From an optimization exercise on the open Yosys and OpenROAD flow, aimed at small area, a short achievable clock period and few clock cycles; shortcuts taken in it are not production practice. The RTL was checked by simulation tests, not by an equivalence proof against the original design. The flow treats the clock pin as an ideal source, which a real chip does not have. Power and IR drop assume default switching activity.

run A:
Design fnn_imgclsfctn, start of the top module:
module fnn_imgclsfctn (
    input          clk,
    input          reset,
    input  [27:0]  input_image,
    output         nxt_inp,
    output [3:0]   outp,
    output         outp_valid,
    output [9:0]   w_addr,
    input  [159:0] w_data
);
==> flow/config.mk <==
export PLATFORM = sky130hd
export DESIGN_NAME = fnn_imgclsfctn
export DESIGN_NICKNAME = fnn_imgclsfctn
export VERILOG_FILES = /design/flow/design.v
export SDC_FILE = /design/flow/constraint.sdc
export NUM_CORES = 4
export LEC_CHECK = 0
export CAP_MARGIN = 20
export CORE_MARGIN = 2
export CORE_UTILIZATION = 60
export CTS_CLUSTER_DIAMETER = 100
export CTS_CLUSTER_SIZE = 20
export SLEW_MARGIN = 20
==> flow/constraint.sdc <==
create_clock -name core_clock -period 24.0 [get_ports {clk}]
set_input_delay 4.8000 -clock core_clock [delete_from_list [all_inputs] [get_ports {clk}]]
set_output_delay 4.8000 -clock core_clock [all_outputs]
set_load 0.01 [all_outputs]
standard.sh (not shown) runs the stock make flow with config.mk's settings and CLKGATE_MAP_FILE= SYNTH_SCRIPT=/design/flow/synth_recipe.tcl, a recipe that flattens the netlist after the stock synthesis.
==> flow/flow/run.sh <==
#!/bin/bash
# The standard layout, with each port buffered by a buf_1 instead of the
# resizer's default choice (clkdlybuf4s50_1, larger and slower).
set -o pipefail
bash standard.sh "BUFFER_PORTS_ARGS=-buffer_cell sky130_fd_sc_hd__buf_1" finish > standard.log 2>&1
Looking at the reports, run A completed the entire flow and the layout it produced met the timing, design-rule and antenna checks.
Testbench counts of run A, summed over its fixed seeds: cycles 13,736.
Here is what was changed in the inputs of run B compared with run A.
- CTS_CLUSTER_DIAMETER changed from 100 to 60
- CTS_BUF_LIST newly set to sky130_fd_sc_hd__clkbuf_8
- CTS_CLUSTER_SIZE changed from 20 to 12
==> flow/flow/run.sh <==
#!/bin/bash
# The standard layout, with each port buffered by a buf_2 instead of the
# resizer's default choice (clkdlybuf4s50_1, larger and slower).
set -o pipefail
bash standard.sh "BUFFER_PORTS_ARGS=-buffer_cell sky130_fd_sc_hd__buf_2" finish > standard.log 2>&1
Findings:
Having completed the whole flow, run B delivered a layout that passed the timing, design-rule and antenna checks. Run B vs run A on critical path depth: run B is the lower one. Compared to run A, run B has wire length after detailed routing 0.67% higher. Run B against run A: share of total power consumed by net switching rose by 0.35 points; clock power share rose by 0.2 points; instance area after placement rose by 240 um2. Run B against run A; non-clock buffer count is down slightly. In run B the final-stage net count turned out 15 higher than in run A. Met1 capacity usage during global routing: run B > run A. Run B — power density relative to cell area about 0.7% lower, run A as reference. Run B: worst slack on hold paths lower than run A.

========
## rev 12
Another version of the RTL of fnn_imgclsfctn (not shown whole).
Size in the first run: ~0.023 mm^2 of cells after synthesis.
Settings: LEC_CHECK=0, CAP_MARGIN=20, CORE_MARGIN=2, CORE_UTILIZATION=60, CTS_CLUSTER_DIAMETER=100, CTS_CLUSTER_SIZE=20, SLEW_MARGIN=20; clock period 24.0 ns.
==> flow/flow/run.sh <==
#!/bin/bash
# The standard layout, with each port buffered by a buf_2 instead of the
# resizer's default choice (clkdlybuf4s50_1, larger and slower), and the
# resizer's timing repair asked for 18.15 ns of setup slack, so that it
# works on the few paths that set the achieved period (those over 5.85 ns).
set -o pipefail
bash standard.sh "BUFFER_PORTS_ARGS=-buffer_cell sky130_fd_sc_hd__buf_2" "SETUP_SLACK_MARGIN=18.15" finish > standard.log 2>&1
The final layout from rev 12, which completed every stage, passed the timing, design-rule and antenna checks at the end of the flow.
Testbench counts of rev 12, summed over its fixed seeds: cycles 13,736.
[inputs] rev 13 vs rev 12
==> flow/flow/run.sh <==
#!/bin/bash
# The standard layout, with two changes:
#  - each port is buffered by a buf_1 instead of the resizer's default
#    choice (clkdlybuf4s50_1, larger and slower);
#  - after clock tree synthesis, the resizer swaps the inputs of gates with
#    interchangeable inputs (pin swapping only: no cell is added, removed or
#    resized) so that the latest signals use the fastest pins, on the paths
#    longer than 5.85 ns; then the standard flow goes on from there.
set -eo pipefail
PORTS="BUFFER_PORTS_ARGS=-buffer_cell sky130_fd_sc_hd__buf_1"
bash standard.sh "$PORTS" cts > standard_to_cts.log 2>&1
RES=$PWD/orfs/results/$FLOW_PLATFORM/fnn_imgclsfctn/base
RES=$RES openroad -exit flow/swap_pins.tcl > swap_pins.log 2>&1
bash standard.sh "$PORTS" finish > standard_to_finish.log 2>&1
==> flow/flow/swap_pins.tcl (new file) <==
# Pin swapping on the layout after clock tree synthesis (4_cts.odb), in place.
set P $::env(FLOW_HOME)/platforms/$::env(FLOW_PLATFORM)
read_liberty $P/lib/sky130_fd_sc_hd__tt_025C_1v80.lib
read_db $::env(RES)/4_cts.odb
read_sdc $::env(RES)/4_cts.sdc
source $P/setRC.tcl
set_propagated_clock [all_clocks]
estimate_parasitics -placement
puts "worst setup slack before: [worst_slack -max]"
repair_timing -setup -setup_margin [expr {$::env(FLOW_PERIOD_NS) - 5.85}] -sequence swap -verbose
estimate_parasitics -placement
puts "worst setup slack after: [worst_slack -max]"
write_db $::env(RES)/4_cts.odb
### Flow results
- The setup slack of rev 13 is smaller than that of rev 12.
- Relative area of clock buffers and inverters in the final design: rev 13 vs rev 12, no meaningful difference
- [compare] base=rev 12 new=rev 13: global-route usage moved down; critical path depth moved up.

-- port drivers added, routing unchanged --
Ports are ideal in the flow. The routed layouts listed here were re-timed in OpenROAD.
Step 1 (the two cells are an assumption about what drives the block):
set clk [get_ports {clk}]
set_driving_cell -lib_cell sky130_fd_sc_hd__clkbuf_16 $clk
set_driving_cell -lib_cell sky130_fd_sc_hd__buf_2 [delete_from_list [all_inputs] $clk]
Step 2 times the ports against the registers' clock, not the clock port: input delays grow and output delays shrink by t, the midpoint of the rising clock arrivals with the driver on.
Three values: ideal, step 1, step 2; two values: the first two.
run | shift t [ns] | setup slack, ns | hold slack, ns | worst register clock-pin slew, ns | worst data-port slew with drivers (ns)
run A | 0.607 | 17.962 / 17.993 / 17.385 | 0.333 / 0.333 / 0.333 | 0.09 / 0.09 | 0.07
run B | 0.645 | 18.049 / 18.002 / 17.428 | 0.329 / 0.329 / 0.329 | 0.09 / 0.09 | 0.06
rev 12 | 0.621 | 18.087 / 18.030 / 17.675 | 0.330 / 0.330 / 0.330 | 0.09 / 0.09 | 0.11
rev 13 | 0.609 | 18.053 / 18.071 / 17.465 | 0.320 / 0.320 / 0.320 | 0.09 / 0.09 | 0.10
After both steps setup and hold are still met in every run listed. For run B, which loses most, drivers alone change the setup slack by -0.047 ns; drivers and shift together by -0.621 ns.
